What follows belongs to an exercise in optimizing a design on an open flow for small area; a production flow would make more cautious choices. No functional check of the RTL was part of any run shown here. No activity file was given, so power comes from the tool's default toggle rates.

==> flow/design.v, too long to show whole: its modules and the start of the top module <==
// module fir16_top: 795 lines
// module fir16_fa: 6 lines
// module fir16_ha: 6 lines
module fir16_top (clk, reset, sample_in, y_out);
  // ...
==> flow/run.sh <==
#!/bin/bash
# synth_recipe.tcl (not shown) runs the flow's synth.tcl, then flattens the netlist and writes it again
# the make line also repeats each setting of config.mk as NAME=value (left out here)
make -C /OpenROAD-flow-scripts/flow DESIGN_CONFIG=/design/flow/config.mk WORK_HOME=/design/flow/orfs CLKGATE_MAP_FILE= SYNTH_SCRIPT=/design/flow/synth_recipe.tcl finish
==> flow/config.mk <==
export PLATFORM = sky130hd
export DESIGN_NAME = fir16_top
export DESIGN_NICKNAME = fir16_top
export VERILOG_FILES = /design/flow/design.v
export SDC_FILE = /design/flow/constraint.sdc
export NUM_CORES = 4
export LEC_CHECK = 0
export CAP_MARGIN = 20
export CORE_MARGIN = 2
export CORE_UTILIZATION = 40
export CTS_BUF_LIST = sky130_fd_sc_hd__clkbuf_8
export CTS_CLUSTER_DIAMETER = 80
export CTS_CLUSTER_SIZE = 16
export SLEW_MARGIN = 20
export SYNTH_HIERARCHICAL = 1
export SYNTH_MINIMUM_KEEP_SIZE = 0
==> flow/constraint.sdc <==
create_clock -name core_clock -period 8.0 [get_ports {clk}]
set_input_delay 1.6000 -clock core_clock [delete_from_list [all_inputs] [get_ports {clk}]]
set_output_delay 1.6000 -clock core_clock [all_outputs]
set_load 0.01 [all_outputs]
==> metrics.log, run 1 <==
INFO  metric status = complete, no violations
INFO  metric flops_and_latches = 311
INFO  metric cp_most_frequent_cell = sky130_fd_sc_hd__fa_1
INFO  metric ys_seq_area_share = 33.9%
INFO  metric placement_rows = 78
INFO  metric drc = 0
INFO  metric critical_path.n_buffers_inverters = 2
INFO  metric comb_power_share = a little over half
INFO  metric fp.dieW = between 200 and 250 µm
INFO  metric grt_util_met1 = between 20% and 30%
INFO  metric crit-reg2reg-capture = r_n921
INFO  metric layout.non_clock_buffers = between 60 and 70
INFO  metric detailedPlacementHpwl = just over 30000 µm
INFO  metric floorplan.die.height = between 200 and 250 µm
INFO  metric drive_gt1_share = 4.70%
INFO  metric grt_setup_unrepaired = false
INFO  metric setup.reg_to_reg.worst_slack = 0.23 ns
INFO  metric synth_adder_area_share = 55.0%
INFO  metric holdPathStages = 0
INFO  metric clk_pin_slew_worst_paths = about 0.1 ns
INFO  metric total_switching_power = around 2.1 mW
INFO  metric area.sequential = 0.00623 mm²
INFO  metric route.met2.wl = around 17000 µm
INFO  metric drt-vias-per-instance = about 4.4
INFO  metric share_of_cell_area_taken_by_multi_input_logic_gates = 56.1%
INFO  metric largest_cell_class = multi-input gates
INFO  metric numClockSinks = slightly above 300
INFO  metric cap_violations = 0
INFO  metric final_core_utilization = 44.2%
INFO  metric power.clock.fraction = about 17%
==> run 2, diff against run 1 <==
--- a/flow/config.mk
+++ b/flow/config.mk
@@ -8,5 +8,5 @@
 export CAP_MARGIN = 20
 export CORE_MARGIN = 2
-export CORE_UTILIZATION = 40
+export CORE_UTILIZATION = 55
 export CTS_BUF_LIST = sky130_fd_sc_hd__clkbuf_8
 export CTS_CLUSTER_DIAMETER = 80
==> run 2 against run 1 <==
Against the previous run:
- combinational power is 2% higher
- utilization rose by 16 points
- flip-flop and latch count stayed put
- via count fell by 1.4%
- hold slack worse by 0.0050 ns
- register-to-register slack lost 0.04 ns
- first-iteration DRC count rose by 16%
- highest routed layer unchanged
==> metrics.log, run 2 <==
INFO  metric numClockSinks = 311 (unchanged)
INFO  metric timing.setup.tns = 0 ns
INFO  metric power.density = roughly 280 mW/mm²
INFO  metric clk_pin_slew_worst_paths = 0.09 ns (about the same)
INFO  metric totalWireLength = 35400 µm
INFO  metric stdcell_area = around 0.02 mm²
INFO  metric synth_top_cells_by_count = 468 x sky130_fd_sc_hd__fa_1, 311 x sky130_fd_sc_hd__dfxtp_1, 176 x sky130_fd_sc_hd__inv_1, 144 x sky130_fd_sc_hd__nor2b_1, 57 x sky130_fd_sc_hd__ha_1
INFO  metric diodes = 0
INFO  metric fp.dieW = 187 µm (-14%)
INFO  metric drt-vias-per-instance = 4.78 (+8.1%)
INFO  metric synth-edff-count = 0
INFO  metric cp.arrival = between 8 and 9 ns
INFO  metric post-synth-top-area-cell = sky130_fd_sc_hd__fa_1
INFO  metric tritoncts.num_buffers = 24
INFO  metric grt_setup_unrepaired = false
INFO  metric fp.dieArea = approximately 0.035 mm²
INFO  metric synth.cell_area = around 0.018 mm²
INFO  metric critical_path_class = flip-flop to flip-flop
INFO  metric library_cells_used_by_synthesis = 11
INFO  metric p_seq_share = between 30% and 40%
INFO  metric final_core_utilization = 60.1% (+16 points)
INFO  metric power.share.switching = roughly 38%
INFO  metric top_level_pins = between 50 and 60
INFO  metric buffer_ports.inserted = 53
INFO  metric grt_max_degree = 120
INFO  metric synth.most_common_cell = sky130_fd_sc_hd__fa_1
INFO  metric synth_flop_cell = sky130_fd_sc_hd__dfxtp_1
INFO  metric cap_violations = 0 (unchanged)
INFO  metric grt_first_pass_wirelength = about 56000 µm
INFO  metric yosys_warnings = 7
INFO  metric mostFrequentLayoutCells = 459 x sky130_fd_sc_hd__fa_1, 311 x sky130_fd_sc_hd__dfxtp_1, 176 x sky130_fd_sc_hd__inv_1
INFO  metric post-route-min-period = between 7 and 8 ns
INFO  metric report.final.setup_viol = 0
INFO  metric cts_hold_buffers = 0
INFO  metric routabilityCongestion = around 0.9
INFO  metric dpl-instance-area = just under 0.02 mm²
INFO  metric synth.net_count = ~1800
INFO  metric layout-area-overhead-vs-synth = 7.22%
INFO  metric cellInternalPower = between 3 and 4 mW
INFO  metric tritoncts = done
INFO  metric fin_worst_skew = between 0.015 and 0.02 ns
INFO  metric clk_root_buffer_cell = sky130_fd_sc_hd__clkbuf_8
INFO  metric synth_seq_cells = around 310
INFO  metric finalHoldWorstSlack = 0.330 ns
INFO  metric clockBufferDepth = 3
INFO  metric detailedPlacementHpwl = 30600 µm (-0.45%)
INFO  metric cts_max_level = 1
INFO  metric floorplan.die.height = 187 µm (-14%)
INFO  metric avgSynthCellArea = between 10 and 15 µm²
INFO  metric placement_rows = 66 (-15%)
INFO  metric synth-async-reset-ratio = 0%
INFO  metric timing.final.crit_share = 97.6%
INFO  metric yosys.area.top_type_share = between 50% and 60%
INFO  metric total_switching_power = 2.08 mW (-2.3%)
INFO  metric drive_gt1_share = 3.96% (-0.75 points)
INFO  metric start_util = between 50 and 60%
INFO  metric power.clock.fraction = 14.3% (-2.7 points)
INFO  metric drc = 0 (unchanged)
INFO  metric num-nets-final = approximately 1800
INFO  metric power_leakage = roughly 9.2 nW
INFO  metric ir_drop = around 270 µV
INFO  metric mostFrequentLayoutCell = sky130_fd_sc_hd__fa_1
INFO  metric fp.coreArea = approximately 0.033 mm²
INFO  metric hold_violations = 0
INFO  metric total_via_count_after_detailed_routing = 8269
INFO  metric grt_pass1_vias = around 9600
INFO  metric crit_fanout = 2
INFO  metric post_drt_wl_per_cell = about 20 µm
INFO  metric postSynthCellCount = roughly 1200
INFO  metric status = complete, no violations
INFO  metric timing.fmax = 128 MHz
INFO  metric grt_overflow_total = 0
INFO  metric ys_seq_area_share = 33.9% (unchanged)
INFO  metric holdCritPathClass = flip-flop to flip-flop
INFO  metric dr.pass1.iters = 6
INFO  metric cp_data_required_time = between 8 and 9 ns
INFO  metric critical_path.startpoint_type = flip-flop
INFO  metric ant_nets = 0
INFO  metric comb_power_share = 54.2% (+2.1 points)
INFO  metric initial_antenna_violation_count = 0
INFO  metric timing.final.max_slew_violations = 0
INFO  metric worst_slew_pin_slew = around 0.87 ns
INFO  metric clock_insertion_delay_worst_skew = 0.59 ns
INFO  metric grt_util_all_layers = between 20% and 30%
INFO  metric synth_area_leaders = sky130_fd_sc_hd__fa_1 51%, sky130_fd_sc_hd__dfxtp_1 34%, sky130_fd_sc_hd__nor2b_1 4.9%, sky130_fd_sc_hd__ha_1 3.9%, sky130_fd_sc_hd__inv_1 3.6%
INFO  metric detail_route.iter0.violations = around 470
INFO  metric slew_headroom = 41.9%
INFO  metric crit_path_end_kind = flip-flop
==> run 2: cell count changes in the layout (fill, tap and decap cells not counted), sizes merged <==
| cell | delta |
|---|---|
| inv | -6 |
| clkbuf | -5 |
| clkinv | +2 |
| buf | +1 |
| diode | -1 |
==> run 2: through the flow <==
stage,instances,worst slack [ns],power (mW)
after floorplan,1236,0.510,4.06
after detailed placement,1699,0.106,4.80
after CTS,1729,0.0427,5.61
final,1731,0.188,5.49
after global routing,1731,0.00768,6.11
after global placement,1699,0.0793,4.81
==> run 2: logic make-up (layout without fill, tap and decap cells) <==
group / after synthesis / count (layout) / share of synthesized area [%]
XOR/XNOR: 1 / 1 / 0.0478
adder cells (fa/ha/maj): 525 / 525 / 55.0
buffers and inverters: 217 / 270 / 5.00
flip-flops: 311 / 311 / 33.9
AND/OR/NAND/NOR: 182 / 182 / 6.03
==> run 2: layout make-up <==
class,count,area (µm²)
timing repair buffer,64,614
clock inverter,5,47.5
clock buffer,25,344
multi-input combinational,708,11200
fill,2616,13000
tap,442,553
inverter,176,661
sequential,311,6230
==> run 2: critical path, stage by stage (launching register included) <==
cell and delay (ns):
sky130_fd_sc_hd__dfxtp_1 0.32, sky130_fd_sc_hd__ha_1 0.20, sky130_fd_sc_hd__fa_1 0.40, sky130_fd_sc_hd__fa_2 0.40, sky130_fd_sc_hd__fa_1 0.42, sky130_fd_sc_hd__fa_1 0.40
sky130_fd_sc_hd__fa_1 0.40, sky130_fd_sc_hd__fa_1 0.52, sky130_fd_sc_hd__fa_1 0.45, sky130_fd_sc_hd__fa_1 0.40, sky130_fd_sc_hd__fa_1 0.45, sky130_fd_sc_hd__fa_2 0.46
sky130_fd_sc_hd__fa_1 0.40, sky130_fd_sc_hd__fa_1 0.44, sky130_fd_sc_hd__fa_1 0.40, sky130_fd_sc_hd__fa_1 0.39, sky130_fd_sc_hd__fa_1 0.40, sky130_fd_sc_hd__fa_1 0.37
sky130_fd_sc_hd__inv_1 0.07, sky130_fd_sc_hd__fa_1 0.40, sky130_fd_sc_hd__nand2b_1 0.08
==> run 2: metal layers <==
metal  GRT usage (%)  up-vias  routed length, µm
li1                -     3677                  -
met1            36.5     4382              19000
met2            29.2      186              13900
met3            4.31       24               2130
met4            2.78        0                396
met5               0        -                  0
==> run 2: what timing repair did <==
action / CTS / global route
setup endpoints to repair: 0 / 2
gates resized for setup: 0 / 9
setup buffers: 0 / 2
==> run 2: final timing paths <==
path	startpoint	end	slack, ns	depth (start not counted)
setup / recovery	tap2[0]	r_n921	0.19	20
setup reg to reg	tap2[0]	r_n921	0.19	20
hold / removal	tap0[13]	tap1[13]	0.33	0
hold reg to reg	tap0[13]	tap1[13]	0.33	0
==> run 2: power by group through the flow <==
| stage | Clock (mW) | Combinational [mW] | Sequential [mW] |
|---|---|---|---|
| 2_1_floorplan | 0 | 2.31 | 1.75 |
| 3_3_place_gp | 0 | 3.05 | 1.76 |
| 3_5_place_dp | 0 | 3.03 | 1.76 |
| 4_1_cts | 0.831 | 3.05 | 1.73 |
| 5_1_grt | 0.883 | 3.49 | 1.74 |
| 6_report | 0.787 | 2.98 | 1.72 |
==> run 2: modules after synthesis, one instance, submodules excluded <==
module,copies in the design,area [µm²],flops+latches
fir16_top,1,8520,311
fir16_fa,468,20.0,0
fir16_ha,36,12.5,0
==> run 3, diff against run 2 <==
--- a/flow/config.mk
+++ b/flow/config.mk
@@ -8,5 +8,5 @@
 export CAP_MARGIN = 20
 export CORE_MARGIN = 2
-export CORE_UTILIZATION = 55
+export CORE_UTILIZATION = 70
 export CTS_BUF_LIST = sky130_fd_sc_hd__clkbuf_8
 export CTS_CLUSTER_DIAMETER = 80
==> run 3 against run 2 <==
Against the previous run:
- hold slack worse by 0.0011 ns
- synthesized cell count stayed put
- routed wire length down 3.8%
- count of clock-buffer cells in the layout unchanged
- critical path depth unchanged
- area after synthesis unchanged
- die area down 21%
- final cell count is 6.3% lower
- combinational power hardly changed
- final area is 0.86% lower
- clock skew rose by 0.0099 ns
- power up 0.19%
- critical path type unchanged
==> metrics.log, run 3 <==
INFO  metric mostFrequentLayoutCell = sky130_fd_sc_hd__fa_1
INFO  metric critical_path_class = flip-flop to flip-flop
INFO  metric holdPathStages = 0 (unchanged)
INFO  metric cp_data_required_time = 8.52 ns (-0.02 ns)
INFO  metric dr.pass1.iters = 4 (-2)
INFO  metric post-synth-top-area-cell = sky130_fd_sc_hd__fa_1
INFO  metric avgSynthCellArea = 14.8 µm² (unchanged)
INFO  metric stdcell_area = 0.0195 mm² (-0.86%)
INFO  metric critical_path.startpoint_type = flip-flop
INFO  metric layout-area-overhead-vs-synth = 6.30%
INFO  metric setup.reg_to_reg.worst_slack = 0.21 ns (+0.02 ns)
INFO  metric cap_violations = 0 (unchanged)
INFO  metric cp.arrival = 8.31 ns (-0.04 ns)
INFO  metric total_power = 5.50 mW (+0.19%)
INFO  metric cts_max_level = 1 (unchanged)
INFO  metric routabilityCongestion = 0.924 (+2.6%)
INFO  metric clk_pin_slew_worst_paths = 0.09 ns (about the same)
INFO  metric nFillCells = 1649 (-37%)
INFO  metric synth_area_leaders = sky130_fd_sc_hd__fa_1 51%, sky130_fd_sc_hd__dfxtp_1 34%, sky130_fd_sc_hd__nor2b_1 4.9%, sky130_fd_sc_hd__ha_1 3.9%, sky130_fd_sc_hd__inv_1 3.6%
INFO  metric yosys.area.top_type_share = 51.1% (unchanged)
INFO  metric holdCritPathClass = flip-flop to flip-flop
INFO  metric power_leakage = 9.15 nW (-0.27%)
INFO  metric gr-usage-met3 = 3.53% (-0.78 points)
INFO  metric holdCritStartpoint = tap0[8]
INFO  metric grt_util_met2 = 46.4% (+17 points)
INFO  metric detailedPlacementHpwl = 29600 µm (-3.2%)
INFO  metric grt_util_met1 = 37.5% (+0.99 points)
INFO  metric reg2reg_from = tap5[0]
INFO  metric final_cells = 1622 (-6.3%)
INFO  metric cts_setup_buffers = 0 (unchanged)
INFO  metric synth-async-reset-ratio = 0% (unchanged)
INFO  metric num-nets-final = 1823 (-0.27%)
INFO  metric drive_gt1_share = 3.57% (-0.38 points)
INFO  metric crit_path_end_kind = flip-flop
INFO  metric fp.dieW = 166 µm (-11%)
INFO  metric mostFrequentLayoutCells = 462 x sky130_fd_sc_hd__fa_1, 311 x sky130_fd_sc_hd__dfxtp_1, 176 x sky130_fd_sc_hd__inv_1
INFO  metric post-route-min-period = 7.79 ns (-0.0198 ns)
INFO  metric detail_route.iter0.violations = 427 (-9.0%)
INFO  metric worst_slew_pin_slew = 0.829 ns (-0.0421 ns)
INFO  metric diodes = 0 (unchanged)
INFO  metric status = complete, no violations
INFO  metric finalHoldWorstSlack = 0.329 ns (-0.00110 ns)
INFO  metric start_util = 70.8% (+15 points)
INFO  metric grt_pass1_vias = 9855 (+2.7%)
INFO  metric yosys_warnings = 7 (unchanged)
INFO  metric clock_insertion_delay_worst_skew = 0.58 ns (about the same)
INFO  metric top_level_pins = 54 (unchanged)
INFO  metric multiInputGateArea = 0.0112 mm² (about the same)
INFO  metric floorplan.die.height = 166 µm (-11%)
INFO  metric grt_max_degree = 102 (-15%)
INFO  metric grt_util_all_layers = 26.8% (+5.3 points)
INFO  metric total_via_count_after_detailed_routing = 8440 (+2.1%)
INFO  metric ir_drop = 549 µV (+100%)
INFO  metric totalWireLength = 34000 µm (-3.8%)
INFO  metric fin_worst_skew = 0.0252 ns (+0.00986 ns)
INFO  metric worstHoldEndpoint = tap1[8]
INFO  metric power.density = 282 mW/mm² (+1.1%)
INFO  metric slew_headroom = 44.8% (+2.8 points)
INFO  metric tritoncts.num_buffers = 25 (+4.2%)
INFO  metric ant_nets = 0 (unchanged)
INFO  metric grt_setup_unrepaired = false
INFO  metric cts_hold_buffers = 0 (unchanged)
INFO  metric tritoncts = done
INFO  metric synth_flop_cell = sky130_fd_sc_hd__dfxtp_1
INFO  metric r2r_cells = 20 (unchanged)
INFO  metric ys_seq_area_share = 33.9% (unchanged)
INFO  metric final_core_utilization = 75.2% (+15 points)
INFO  metric detailedPlace.worstSlack = 0.110 ns (+0.00408 ns)
INFO  metric initial_antenna_violation_count = 0 (unchanged)
INFO  metric timing.fmax = 128 MHz (+0.25%)
INFO  metric fp.coreArea = 0.0259 mm² (-21%)
INFO  metric timing.final.max_slew_violations = 0 (unchanged)
INFO  metric grt_first_pass_wirelength = 54700 µm (-1.7%)
INFO  metric synth-edff-count = 0 (unchanged)
INFO  metric report.final.setup_viol = 0 (unchanged)
INFO  metric timing.final.crit_share = 97.4% (-0.25 points)
INFO  metric drc = 0 (unchanged)
INFO  metric grt-busiest-layer = met2
INFO  metric fp.dieArea = 0.0275 mm² (-21%)
INFO  metric post_drt_wl_per_cell = 21.0 µm (+2.6%)
INFO  metric dpl-instance-area = 0.0191 mm² (-0.85%)
INFO  metric drt-vias-per-instance = 5.20 (+8.9%)
INFO  metric timing.setup.tns = 0 ns (unchanged)
INFO  metric hold_violations = 0 (unchanged)
INFO  metric synth.cell_area = 0.0183 mm² (unchanged)
INFO  metric clockBufferDepth = 3 (unchanged)
INFO  metric synth_seq_cells = 311 (unchanged)
INFO  metric synth.net_count = 1779 (unchanged)
INFO  metric synth.most_common_cell = sky130_fd_sc_hd__fa_1
INFO  metric grt_overflow_total = 0 (unchanged)
INFO  metric postSynthCellCount = 1236 (unchanged)
INFO  metric numClockSinks = 311 (unchanged)
INFO  metric crit-reg2reg-capture = r_n921
INFO  metric clk_root_buffer_cell = sky130_fd_sc_hd__clkbuf_8
INFO  metric crit_fanout = 3 (+1)
INFO  metric area.sequential = 0.00623 mm² (unchanged)
INFO  metric fin_ws = 0.208 ns (+0.0198 ns)
INFO  metric placement_rows = 59 (-11%)
INFO  metric library_cells_used_by_synthesis = 11 (unchanged)
INFO  metric synth_top_cells_by_count = 468 x sky130_fd_sc_hd__fa_1, 311 x sky130_fd_sc_hd__dfxtp_1, 176 x sky130_fd_sc_hd__inv_1, 144 x sky130_fd_sc_hd__nor2b_1, 57 x sky130_fd_sc_hd__ha_1
INFO  metric place.detailed.instances = 1588 (-6.5%)
INFO  metric buffer_ports.inserted = 53 (unchanged)
## run 3: layout make-up
class                   instances  share of cell area (%)
repair buffers                 58                    2.92
inverters                     176                    3.39
clock inverters                 9                   0.334
clock buffers                  25                    1.76
flip-flops and latches        311                    31.9
well taps                     335                    2.15
multi-input cells             708                    57.5
## run 3: what timing repair did
action                                 in CTS  in global routing
gates resized for setup                     0                  6
endpoints found under the hold margin       0                  0
setup endpoints to repair                   0                  3
## run 3: worst max-delay path: stages, from the launching register on
cell	delay, ns
sky130_fd_sc_hd__dfxtp_1	0.32
sky130_fd_sc_hd__ha_1	0.20
sky130_fd_sc_hd__fa_1	0.38
sky130_fd_sc_hd__fa_1	0.41
sky130_fd_sc_hd__fa_1	0.41
sky130_fd_sc_hd__fa_1	0.41
sky130_fd_sc_hd__fa_1	0.42
sky130_fd_sc_hd__fa_1	0.58
sky130_fd_sc_hd__fa_1	0.45
sky130_fd_sc_hd__fa_1	0.53
sky130_fd_sc_hd__fa_1	0.52
sky130_fd_sc_hd__inv_1	0.05
sky130_fd_sc_hd__fa_1	0.37
sky130_fd_sc_hd__fa_1	0.51
sky130_fd_sc_hd__fa_1	0.44
sky130_fd_sc_hd__fa_1	0.42
sky130_fd_sc_hd__fa_1	0.39
sky130_fd_sc_hd__fa_1	0.38
sky130_fd_sc_hd__inv_1	0.09
sky130_fd_sc_hd__fa_1	0.40
sky130_fd_sc_hd__nand2b_1	0.07
## run 3: worst max path at each step
| stage | start | end | slack [ns] | cells after the start |
|---|---|---|---|---|
| 6_report | tap5[0] | r_n921 | 0.21 | 20 |
| 5_1_grt | tap10[0] | r_n709 | 0.02 | 23 |
| 4_1_cts | tap2[0] | r_n921 | 0.06 | 20 |
| 3_5_place_dp | tap2[0] | r_n921 | 0.11 | 20 |
| 3_3_place_gp | tap5[0] | r_n921 | 0.22 | 20 |
| 2_1_floorplan | tap2[0] | r_n921 | 0.51 | 20 |
## run 3: logic make-up (layout without fill, tap and decap cells)
| kind of cell | count (synthesis) | count (layout) | synth area share (%) |
|---|---|---|---|
| adders and majority gates | 525 | 525 | 55.0 |
| buffers and inverters | 217 | 268 | 5.00 |
| xor gates and xnor gates | 1 | 1 | 0.0478 |
| and+or+nand+nor | 182 | 182 | 6.03 |
| DFF | 311 | 311 | 33.9 |
## run 3: metal layers
metal  share of wire (%)  wire length, µm
met3                 4.4             1510
met5                   0                0
met2                  53            17900
met4                 1.8              619
met1                  41            14000
## run 3: modules after synthesis, one instance, submodules excluded
module     times used  flops+latches  cells inside  area (µm²)
fir16_top           1            311           732        8520
fir16_fa          468              0             1        20.0
fir16_ha           36              0             1        12.5
## run 3: report_power, final
group | internal, mW | switching (mW) | total (mW)
registers | 1.68 | 0.0427 | 1.73
clock network | 0.296 | 0.516 | 0.812
logic | 1.42 | 1.54 | 2.96
==> run 4, diff against run 3 <==
==> flow/flow/run.sh (new file) <==
#!/bin/bash
# Standard layout; only the port buffers are the smallest buffer cell.
set -euo pipefail
bash standard.sh 'BUFFER_PORTS_ARGS=-buffer_cell sky130_fd_sc_hd__buf_1' finish > standard_flow.log 2>&1
==> flow/standard.sh (new file) <==
#!/bin/bash
# synth_recipe.tcl (not shown) runs the flow's synth.tcl, then flattens the netlist and writes it again
# the make line also repeats each setting of config.mk as NAME=value (left out here)
make -C /OpenROAD-flow-scripts/flow DESIGN_CONFIG=/design/flow/config.mk WORK_HOME=/design/flow/orfs CLKGATE_MAP_FILE= SYNTH_SCRIPT=/design/flow/synth_recipe.tcl "${@:-finish}"
--- a/flow/config.mk
+++ b/flow/config.mk
@@ -8,5 +8,5 @@
 export CAP_MARGIN = 20
 export CORE_MARGIN = 2
-export CORE_UTILIZATION = 70
+export CORE_UTILIZATION = 40
 export CTS_BUF_LIST = sky130_fd_sc_hd__clkbuf_8
 export CTS_CLUSTER_DIAMETER = 80
removed: flow/run.sh
==> run 4 against run 3 <==
Against the previous run:
- still clean
- flip-flop and latch count is the same
- first-iteration DRC count grew 2.8%
- hold slack gained 0.0041 ns
- synthesized cell count is the same
- fmax grew 0.42%
- global-route usage shrank 11 points
- sequential power is essentially flat
- via count shrank 1.5%
- area after synthesis is the same
- worst setup slack gained 0.032 ns
- critical endpoint unchanged
- highest routed layer unchanged
==> metrics.log, run 4 <==
INFO  metric power.density = 277 mW/mm² (-1.7%)
INFO  metric fp.dieW = 218 µm (+32%)
INFO  metric start_util = 40.5% (-30 points)
INFO  metric synth-async-reset-ratio = 0% (unchanged)
INFO  metric postSynthCellCount = 1236 (unchanged)
INFO  metric yosys_warnings = 7 (unchanged)
INFO  metric slew_headroom = 38.6% (-6.1 points)
INFO  metric critical_path_endpoint = r_n921
INFO  metric cap_violations = 0 (unchanged)
INFO  metric crit_fanout = 3 (unchanged)
INFO  metric post-synth-top-area-cell = sky130_fd_sc_hd__fa_1
INFO  metric detailedPlacementHpwl = 30400 µm (+2.8%)
INFO  metric buffer_ports.inserted = 53 (unchanged)
INFO  metric grt_pass1_vias = 9966 (+1.1%)
INFO  metric cp.arrival = 8.33 ns (+0.02 ns)
INFO  metric ant_nets = 0 (unchanged)
INFO  metric detailedPlace.worstSlack = 0.122 ns (+0.0122 ns)
INFO  metric clock_insertion_delay_worst_skew = 0.64 ns (+0.06 ns)
INFO  metric synth_top_cells_by_count = 468 x sky130_fd_sc_hd__fa_1, 311 x sky130_fd_sc_hd__dfxtp_1, 176 x sky130_fd_sc_hd__inv_1, 144 x sky130_fd_sc_hd__nor2b_1, 57 x sky130_fd_sc_hd__ha_1
INFO  metric clockBufferDepth = 3 (unchanged)
INFO  metric fin_worst_skew = 0.0452 ns (+0.0201 ns)
INFO  metric crit_path_end_kind = flip-flop
INFO  metric synth-edff-count = 0 (unchanged)
INFO  metric numClockSinks = 311 (unchanged)
INFO  metric avgSynthCellArea = 14.8 µm² (unchanged)
INFO  metric synth_seq_cells = 311 (unchanged)
INFO  metric totalWireLength = 35400 µm (+4.1%)
INFO  metric synth.cell_area = 0.0183 mm² (unchanged)
INFO  metric critical_path.startpoint_type = flip-flop
INFO  metric crit_start = tap8[8]
INFO  metric total_via_count_after_detailed_routing = 8310 (-1.5%)
INFO  metric floorplan.die.height = 218 µm (+32%)
INFO  metric tritoncts = done
INFO  metric holdCritPathClass = flip-flop to flip-flop
INFO  metric mostFrequentLayoutCells = 459 x sky130_fd_sc_hd__fa_1, 311 x sky130_fd_sc_hd__dfxtp_1, 177 x sky130_fd_sc_hd__inv_1
INFO  metric top_level_pins = 54 (unchanged)
INFO  metric grt_setup_unrepaired = false
INFO  metric timing.final.max_slew_violations = 0 (unchanged)
INFO  metric fp.dieArea = 0.0476 mm² (+73%)
INFO  metric num-nets-final = 1830 (+0.38%)
INFO  metric initial_antenna_violation_count = 0 (unchanged)
INFO  metric placement_rows = 78 (+32%)
INFO  metric stdcell_area = 0.0196 mm² (+0.77%)
INFO  metric fp.coreArea = 0.0453 mm² (+75%)
INFO  metric total_power = 5.45 mW (-0.95%)
INFO  metric ir_drop = 298 µV (-46%)
INFO  metric power_leakage = 9.08 nW (-0.68%)
INFO  metric dpl-instance-area = 0.0191 mm² (+0.17%)
INFO  metric cp_data_required_time = 8.57 ns (+0.05 ns)
INFO  metric post_drt_wl_per_cell = 18.6 µm (-11%)
INFO  metric worst_slew_pin_slew = 0.921 ns (+0.0919 ns)
INFO  metric library_cells_used_by_synthesis = 11 (unchanged)
INFO  metric synth_flop_cell = sky130_fd_sc_hd__dfxtp_1
INFO  metric hold_violations = 0 (unchanged)
INFO  metric post-route-min-period = 7.76 ns (-0.0322 ns)
INFO  metric tritoncts.num_buffers = 28 (+12%)
INFO  metric yosys.area.top_type_share = 51.1% (unchanged)
INFO  metric ys_seq_area_share = 33.9% (unchanged)
INFO  metric report.final.setup_viol = 0 (unchanged)
INFO  metric grt_max_degree = 103 (+0.98%)
INFO  metric drive_gt1_share = 4.55% (+0.97 points)
INFO  metric cts_setup_buffers = 0 (unchanged)
INFO  metric cts.repair.resized = 0 (unchanged)
INFO  metric status = complete, no violations
INFO  metric grt_overflow_total = 0 (unchanged)
INFO  metric clk_root_buffer_cell = sky130_fd_sc_hd__clkbuf_8
INFO  metric grt_util_all_layers = 15.8% (-11 points)
INFO  metric detail_route.iter0.violations = 439 (+2.8%)
INFO  metric clk_pin_slew_worst_paths = 0.10 ns (about the same)
INFO  metric crit-reg2reg-capture = r_n921
INFO  metric synth_area_leaders = sky130_fd_sc_hd__fa_1 51%, sky130_fd_sc_hd__dfxtp_1 34%, sky130_fd_sc_hd__nor2b_1 4.9%, sky130_fd_sc_hd__ha_1 3.9%, sky130_fd_sc_hd__inv_1 3.6%
INFO  metric critical_path_class = flip-flop to flip-flop
INFO  metric routabilityCongestion = 0.948 (+2.6%)
INFO  metric timing.setup.tns = 0 ns (unchanged)
INFO  metric mostFrequentLayoutCell = sky130_fd_sc_hd__fa_1
INFO  metric cts_max_level = 1 (unchanged)
INFO  metric grt_first_pass_wirelength = 56000 µm (+2.3%)
INFO  metric dr.pass1.iters = 4 (unchanged)
INFO  metric setup.reg_to_reg.worst_slack = 0.24 ns (+0.03 ns)
INFO  metric timing.fmax = 129 MHz (+0.42%)
INFO  metric layout-area-overhead-vs-synth = 7.12%
INFO  metric synth.most_common_cell = sky130_fd_sc_hd__fa_1
INFO  metric drc = 0 (unchanged)
INFO  metric reg2reg_from = tap8[8]
INFO  metric timing.final.crit_share = 97.0% (-0.40 points)
INFO  metric synth.net_count = 1779 (unchanged)
INFO  metric r2r_cells = 19 (-5.0%)
INFO  metric finalHoldWorstSlack = 0.333 ns (+0.00405 ns)
INFO  metric drt-vias-per-instance = 4.38 (-16%)
INFO  metric cts_hold_buffers = 0 (unchanged)
INFO  metric fin_ws = 0.240 ns (+0.0322 ns)
[run 4: cell counts after synthesis]
No cell type changed its count.
[run 4: metrics by stage]
step,instances,util [%]
5_1_grt,1898,43.4
2_1_floorplan,1236,-
4_1_cts,1898,43.3
3_5_place_dp,1857,42.2
6_report,1899,43.4
3_3_place_gp,1857,42.2
[run 4: metal layers]
layer / global-route usage, % / share of wire, % / vias to the layer above
met5: 0 / 0 / -
met4: 4.01 / 2.3 / 0
met3: 2.66 / 4.1 / 44
met2: 25.1 / 47 / 130
met1: 22.7 / 47 / 4453
li1: - / - / 3683
[run 4: worst max-delay path: stages, from the launching register on]
cell and delay [ns]:
sky130_fd_sc_hd__dfxtp_1 0.33, sky130_fd_sc_hd__ha_1 0.21, sky130_fd_sc_hd__fa_1 0.38, sky130_fd_sc_hd__fa_1 0.39, sky130_fd_sc_hd__fa_1 0.39, sky130_fd_sc_hd__fa_1 0.40, sky130_fd_sc_hd__fa_1 0.40, sky130_fd_sc_hd__fa_1 0.55
sky130_fd_sc_hd__fa_1 0.73, sky130_fd_sc_hd__fa_1 0.51, sky130_fd_sc_hd__fa_1 0.50, sky130_fd_sc_hd__fa_1 0.46, sky130_fd_sc_hd__fa_1 0.49, sky130_fd_sc_hd__fa_1 0.45, sky130_fd_sc_hd__fa_1 0.50, sky130_fd_sc_hd__inv_1 0.06
sky130_fd_sc_hd__fa_1 0.38, sky130_fd_sc_hd__inv_1 0.08, sky130_fd_sc_hd__fa_1 0.40, sky130_fd_sc_hd__nand2b_1 0.07
[run 4: power by group]
group	switching, mW	total [mW]	internal [mW]
logic	1.50	2.80	1.30
clock network	0.574	0.921	0.347
registers	0.0420	1.73	1.68
[run 4: Yosys stat by module (local to each module, per instance)]
module / flops+latches / times used / cell area (µm²) / cells inside
fir16_top: 311 / 1 / 8520 / 732
fir16_fa: 0 / 468 / 20.0 / 1
fir16_ha: 0 / 36 / 12.5 / 1
[run 4: area by class of cell]
class | instances | area [µm²]
Antenna cell | 1 | 2.50
Clock buffer | 28 | 385
Clock inverter | 13 | 128
Fill cell | 4125 | 25600
Inverter | 176 | 661
Multi-Input combinational cell | 708 | 11200
Sequential cell | 311 | 6230
Tap cell | 600 | 751
Timing Repair Buffer | 62 | 274
[run 4: kinds of logic after synthesis]
kind of cell | count (synthesis) | share of synthesized area, %
xor gates and xnor gates | 1 | 0.0478
adders and majority gates | 525 | 55.0
buffers and inverters | 217 | 5.00
DFF | 311 | 33.9
and+or+nand+nor | 182 | 6.03
[run 4: how the worst min path moves through the flow]
stage          startpoint  endpoint  slack [ns]  cells past startpoint
5_1_grt          tap10[9]  tap11[9]        0.34                      0
3_3_place_gp     tap0[12]  tap1[12]        0.31                      0
2_1_floorplan     tap0[0]   tap1[0]        0.31                      0
4_1_cts           tap6[8]   tap7[8]        0.32                      0
6_report          tap0[9]   tap1[9]        0.33                      0
3_5_place_dp     tap0[15]  tap1[15]        0.31                      0

## port drivers added, routing unchanged
In the flow no input, the clock included, has a driving cell. The finished layouts below were timed again as built, in two steps.
Step 1 assumes that a clkbuf_16 drives the clock port and a buf_2 every other input.
Step 2 adds t to the input delays and takes it off the output delays; t is the mean of the earliest and latest rising clock arrival at the registers after step 1. Input paths then give back, and output paths get back, about the clock's delay inside the block.
Slacks: ideal / step 1 / step 2; pairs: ideal / step 1.
run	shift t [ns]	setup WS [ns]	hold slack, ns	clock arrival spread, ns	cell pins on the clock port's net
run 1	0.671	0.230 / 0.230 / 0.230	0.335 / 0.335 / 0.335	0.029 / 0.029	1
run 2	0.635	0.188 / 0.188 / 0.188	0.330 / 0.330 / 0.330	0.022 / 0.022	1
run 3	0.615	0.208 / 0.208 / 0.208	0.329 / 0.329 / 0.329	0.027 / 0.027	1
run 4	0.668	0.240 / 0.240 / 0.240	0.333 / 0.333 / 0.333	0.045 / 0.045	1
After both steps every run listed still meets setup and hold.
